From an optimization exercise on the open Yosys and OpenROAD flow, aimed at small area, a short achievable clock period and few clock cycles per item; shortcuts taken in it are not production practice. Where RTL was checked, it was by simulation tests only, not by an equivalence proof against the original. The clock input has no modelled driver; a real chip could not lean on it and would need a root buffer or a full tree. Power and IR drop assume default switching activity.

==> module RIM, before the edit <==
module RIM(
    input clk,rst_n,in_valid,
    input [7:0] maze,
    output reg out_valid,
    output reg [2:0] out_row,out_col
);
localparam CUT = 7;
reg  [62:8] a;
wire [63:8] R = {1'b1, a};
wire [71:8] B;    
reg  [2:0] cnt;
reg        calc;
reg        m_prev;
assign B[71:64] = 8'd0;
genvar r, c;
generate
    for (r = 1; r <= 7; r = r + 1) begin : g_r
        for (c = 0; c <= 7; c = c + 1) begin : g_c
            if (r == 7 && c == 7) begin : g_t
                assign B[63] = 1'b1;
            end else if (r + c == CUT - 1) begin : g_u
                assign B[r*8+c] = R[r*8+c] & (((r == 7) ? 1'b0 : R[(r+1)*8+c]) | ((c == 7) ? 1'b0 : R[r*8+c+1]));
            end else if (c == 7) begin : g_e
                assign B[r*8+c] = R[r*8+c] & B[(r+1)*8+c];
            end else begin : g_i
                assign B[r*8+c] = R[r*8+c] & (B[(r+1)*8+c] | B[r*8+c+1]);
            end
        end
    end
endgenerate
wire busy = calc | out_valid;
wire shift = ~busy | m_prev;
integer i;
always @(posedge clk) begin
    for (i = 8; i < 56; i = i + 1)
        a[i] <= shift ? R[i+8] : B[i];
    for (i = 56; i < 63; i = i + 1)
        a[i] <= ~busy ? maze[i-56] : (~m_prev & B[i]);
end
wire at_end   = (out_row == 3'd7) && (out_col == 3'd7);
wire [7:0] below = m_prev ? R[23:16] : {R[15:9], B[8]};
wire down = below[out_col];
always @(posedge clk) begin
    m_prev <= out_valid & down;
end
always @(posedge clk) begin
    cnt <= in_valid ? cnt + 3'd1 : 3'd0;
    calc <= in_valid && cnt == 3'd7;
end
always @(posedge clk or negedge rst_n) begin
    if (!rst_n) begin
        out_valid <= 1'b0;
        out_row <= 3'd0;
        out_col <= 3'd0;
    end else begin
        out_valid <= calc | (out_valid & ~at_end);
        if (out_valid) begin
            if (down)
                out_row <= out_row + 3'd1;
            if (~down | at_end)
                out_col <= out_col + 3'd1;
        end
    end
end
endmodule
==> flow/config.mk <==
export PLATFORM = sky130hd
export DESIGN_NAME = RIM
export DESIGN_NICKNAME = RIM
export VERILOG_FILES = /design/flow/design.v
export SDC_FILE = /design/flow/constraint.sdc
export NUM_CORES = 4
export LEC_CHECK = 0
export ABC_AREA = 1
export CAP_MARGIN = 20
export CORE_MARGIN = 2
export CORE_UTILIZATION = 40
export SLEW_MARGIN = 20
==> flow/constraint.sdc <==
create_clock -name core_clock -period 8.0 [get_ports {clk}]
set_input_delay 1.6000 -clock core_clock [delete_from_list [all_inputs] [get_ports {clk}]]
set_output_delay 1.6000 -clock core_clock [all_outputs]
set_load 0.01 [all_outputs]
standard.sh (not shown) runs the stock make flow with config.mk's settings and CLKGATE_MAP_FILE= SYNTH_SCRIPT=/design/flow/synth_recipe.tcl, a recipe that flattens the netlist after the stock synthesis.
==> flow/flow/run.sh <==
#!/bin/bash
# Standard ORFS layout (the standard.sh, standard synthesis unchanged),
# with the extra make settings listed in flow/args.txt (one per line), and
# the clock tree replaced by flow/oneclk.tcl (run as the PRE_CTS hook).
set -euo pipefail
mapfile -t ARGS < <(grep -v '^#' flow/args.txt | grep -v '^$')
bash standard.sh "${ARGS[@]}" PRE_CTS_TCL=$PWD/flow/oneclk.tcl finish > standard_flow.log 2>&1
Other scripts of this flow, unchanged in this note and not shown: flow/flow/args.txt, flow/flow/oneclk.tcl, flow/flow/split.tcl
The starting point completed with no timing, DRC or antenna violations.
Testbench counts at the start, summed over its fixed seeds: cycles 11,040, mazes 480.
Then changed:
--- a/flow/design.v
+++ b/flow/design.v
@@ -9,9 +9,9 @@
 wire [63:8] R = {1'b1, a};
 wire [71:8] B;    
 reg  [2:0] cnt;
 reg        calc;
-reg        m_prev;
+reg        shift;
 assign B[71:64] = 8'd0;
 genvar r, c;
 generate
     for (r = 1; r <= 7; r = r + 1) begin : g_r
@@ -28,33 +28,32 @@
         end
     end
 endgenerate
 wire busy = calc | out_valid;
-wire shift = ~busy | m_prev;
 integer i;
 always @(posedge clk) begin
     for (i = 8; i < 56; i = i + 1)
         a[i] <= shift ? R[i+8] : B[i];
     for (i = 56; i < 63; i = i + 1)
-        a[i] <= ~busy ? maze[i-56] : (~m_prev & B[i]);
+        a[i] <= shift ? (~busy & maze[i-56]) : B[i];
 end
 wire at_end   = (out_row == 3'd7) && (out_col == 3'd7);
-wire [7:0] below = m_prev ? R[23:16] : {R[15:9], B[8]};
+wire [7:0] below = shift ? R[23:16] : {R[15:9], B[8]};
 wire down = below[out_col];
-always @(posedge clk) begin
-    m_prev <= out_valid & down;
-end
+wire calc_nxt = in_valid && cnt == 3'd7;
+wire valid_nxt = calc | (out_valid & ~at_end);
 always @(posedge clk) begin
     cnt <= in_valid ? cnt + 3'd1 : 3'd0;
-    calc <= in_valid && cnt == 3'd7;
+    calc <= calc_nxt;
+    shift <= ~(calc_nxt | valid_nxt) | (out_valid & down);
 end
 always @(posedge clk or negedge rst_n) begin
     if (!rst_n) begin
         out_valid <= 1'b0;
         out_row <= 3'd0;
         out_col <= 3'd0;
     end else begin
-        out_valid <= calc | (out_valid & ~at_end);
+        out_valid <= valid_nxt;
         if (out_valid) begin
             if (down)
                 out_row <= out_row + 3'd1;
             if (~down | at_end)
What happened: The changed run completed with no timing, DRC or antenna violations; final area grows by 0.75%; wire length is about the same; final cell count stays flat; via count grows by 0.38%; critical path depth is unchanged; die area grows by 1.2%; global-route usage is about the same; worst setup slack gets worse by 0.0056 ns; combinational power grows by about 6%; power grows by 3.1%; sequential share of layout area barely changes.
Only the layout flow was run in the second run of this note; the RTL was not checked for function there. In every run of this note, the design's own scripts or RTL, not TritonCTS, make the clock network.

---

Another version of the RTL of RIM (not shown whole).
For scale: ~290 cells after synthesis, roughly 60 flip-flops, ~18 I/O pins, roughly 0.0027 sq mm of cells after synthesis.
==> module RIM, before the edit <==
module RIM(
    input clk,rst_n,in_valid,
    input [7:0] maze,
    output reg out_valid,
    output reg [2:0] out_row,out_col
);
reg  [62:8] a;
wire [63:8] R = {1'b1, a};
wire [71:8] B;    
reg  [2:0] cnt;
reg        m_prev;
assign B[71:64] = 8'd0;
genvar r, c;
generate
    for (r = 1; r <= 7; r = r + 1) begin : g_r
        for (c = 0; c <= 7; c = c + 1) begin : g_c
            if (r == 7 && c == 7) begin : g_t
                assign B[63] = 1'b1;
            end else if (c == 7) begin : g_e
                assign B[r*8+c] = R[r*8+c] & B[(r+1)*8+c];
            end else begin : g_i
                assign B[r*8+c] = R[r*8+c] & (B[(r+1)*8+c] | B[r*8+c+1]);
            end
        end
    end
endgenerate
wire shift = ~out_valid | m_prev;
integer i;
always @(posedge clk) begin
    for (i = 8; i < 56; i = i + 1)
        a[i] <= shift ? R[i+8] : B[i];
    for (i = 56; i < 63; i = i + 1)
        a[i] <= ~out_valid ? maze[i-56] : (m_prev | B[i]);
end
wire at_start = (out_row == 3'd0) && (out_col == 3'd0);
wire at_end   = (out_row == 3'd7) && (out_col == 3'd7);
wire [7:0] below = m_prev ? R[23:16] : R[15:8];
wire down = at_start ? B[8] : ((out_row != 3'd7) && below[out_col]);
always @(posedge clk) begin
    m_prev <= out_valid & ~at_end & down;
end
always @(posedge clk or negedge rst_n) begin
    if (!rst_n) begin
        cnt <= 3'd0;
        out_valid <= 1'b0;
        out_row <= 3'd0;
        out_col <= 3'd0;
    end else begin
        if (in_valid)
            cnt <= cnt + 3'd1;
        if (out_valid) begin
            if (at_end) begin
                out_valid <= 1'b0;
                out_row <= 3'd0;
                out_col <= 3'd0;
            end else if (down)
                out_row <= out_row + 3'd1;
            else
                out_col <= out_col + 3'd1;
        end else if (in_valid && cnt == 3'd7)
            out_valid <= 1'b1;
    end
end
endmodule
export LEC_CHECK = 0
export ABC_CLOCK_PERIOD_IN_PS = 2500
export CAP_MARGIN = 20
export CORE_MARGIN = 2
export CORE_UTILIZATION = 40
export SLEW_MARGIN = 20
create_clock -name core_clock -period 8.0 [get_ports {clk}]
==> flow/flow/run.sh <==
#!/bin/bash
set -euo pipefail
MARGIN=$(cat flow/margin.txt)
bash standard.sh SETUP_SLACK_MARGIN=$MARGIN finish > standard_flow.log 2>&1
==> flow/flow/margin.txt <==
5.6
Testbench counts at the start, summed over its fixed seeds: cycles 10,560, mazes 480.
Next try:
==> flow/design.v (replaced) <==
module RIM(
    input clk,rst_n,in_valid,
    input [7:0] maze,
    output reg out_valid,
    output reg [2:0] out_row,out_col
);
localparam CUT = 7;
reg  [62:8] a;
wire [63:8] R = {1'b1, a};
wire [71:8] B;    
reg  [2:0] cnt;
reg        calc;
reg        m_prev;
assign B[71:64] = 8'd0;
genvar r, c;
generate
    for (r = 1; r <= 7; r = r + 1) begin : g_r
        for (c = 0; c <= 7; c = c + 1) begin : g_c
            if (r == 7 && c == 7) begin : g_t
                assign B[63] = 1'b1;
            end else if (r + c == CUT - 1) begin : g_u
                assign B[r*8+c] = R[r*8+c] & (((r == 7) ? 1'b0 : R[(r+1)*8+c]) | ((c == 7) ? 1'b0 : R[r*8+c+1]));
            end else if (c == 7) begin : g_e
                assign B[r*8+c] = R[r*8+c] & B[(r+1)*8+c];
            end else begin : g_i
                assign B[r*8+c] = R[r*8+c] & (B[(r+1)*8+c] | B[r*8+c+1]);
            end
        end
    end
endgenerate
wire busy = calc | out_valid;
wire shift = ~busy | m_prev;
integer i;
always @(posedge clk) begin
    for (i = 8; i < 56; i = i + 1)
        a[i] <= shift ? R[i+8] : B[i];
    for (i = 56; i < 63; i = i + 1)
        a[i] <= ~busy ? maze[i-56] : (m_prev | B[i]);
end
wire at_start = (out_row == 3'd0) && (out_col == 3'd0);
wire at_end   = (out_row == 3'd7) && (out_col == 3'd7);
wire [7:0] below = m_prev ? R[23:16] : R[15:8];
wire down_w = (out_row != 3'd7) && below[out_col];
wire down = at_start ? B[8] : down_w;
always @(posedge clk) begin
    m_prev <= out_valid & ~at_end & down;
end
always @(posedge clk or negedge rst_n) begin
    if (!rst_n) begin
        cnt <= 3'd0;
        calc <= 1'b0;
        out_valid <= 1'b0;
        out_row <= 3'd0;
        out_col <= 3'd0;
    end else begin
        if (in_valid)
            cnt <= cnt + 3'd1;
        calc <= in_valid && cnt == 3'd7;
        if (calc)
            out_valid <= 1'b1;
        else if (out_valid) begin
            if (at_end) begin
                out_valid <= 1'b0;
                out_row <= 3'd0;
                out_col <= 3'd0;
            end else if (at_start) begin
                out_row <= {2'b00, B[8]};
                out_col <= {2'b00, ~B[8]};
            end else if (down_w)
                out_row <= out_row + 3'd1;
            else
                out_col <= out_col + 3'd1;
        end
    end
end
endmodule
Outcome: The new run went through all stages and came out clean; count of clock-buffer cells in the layout stays the same; global-route usage falls by 1.1 points; maximum frequency rises by a quarter to a third; clock power rises by a few percent; cell area falls by about a fifth; power barely changes; combinational power falls slightly.
Testbench counts after the change, summed over its fixed seeds: cycles 11,040, mazes 480.

separate check: timing with driven ports:
In the flow no input, the clock included, has a driving cell. The finished layouts below were timed again as built, in two steps. Step 1 (the two cells are an assumption about what drives the block):
set clk [get_ports {clk}]
set_driving_cell -lib_cell sky130_fd_sc_hd__clkbuf_16 $clk
set_driving_cell -lib_cell sky130_fd_sc_hd__buf_2 [delete_from_list [all_inputs] $clk]
Step 2, shift: input delay + t, output delay - t, t = (earliest + latest rising clock arrival at the registers) / 2. This alone moves slack from input paths to output paths. Slacks: ideal ports / drivers / drivers and shift; pairs: ideal ports / drivers.
| run | t (ns) | slack for setup (ns) | worst hold slack (ns) | worst register clock-pin slew, ns | worst data-port slew with drivers (ns) |
|---|---|---|---|---|---|
| the first run of note 1 | 0.206 | 5.732 / 5.673 / 5.859 | 0.422 / 0.422 / 0.422 | 0.08 / 0.08 | 0.03 |
| the second run of note 1 | 0.204 | 5.727 / 5.669 / 5.872 | 0.435 / 0.435 / 0.435 | 0.09 / 0.09 | 0.03 |
| the first run of note 2 | 0.361 | 4.646 / 4.646 / 4.646 | 0.432 / 0.432 / 0.432 | 0.07 / 0.07 | 0.03 |
| the second run of note 2 | 0.358 | 5.534 / 5.504 / 5.373 | 0.436 / 0.436 / 0.436 | 0.07 / 0.07 | 0.03 |
After both steps setup and hold are still met in every run listed. The setup slack of the second run of note 2, which loses most, moves by -0.030 ns with the drivers and by -0.161 ns with both steps.
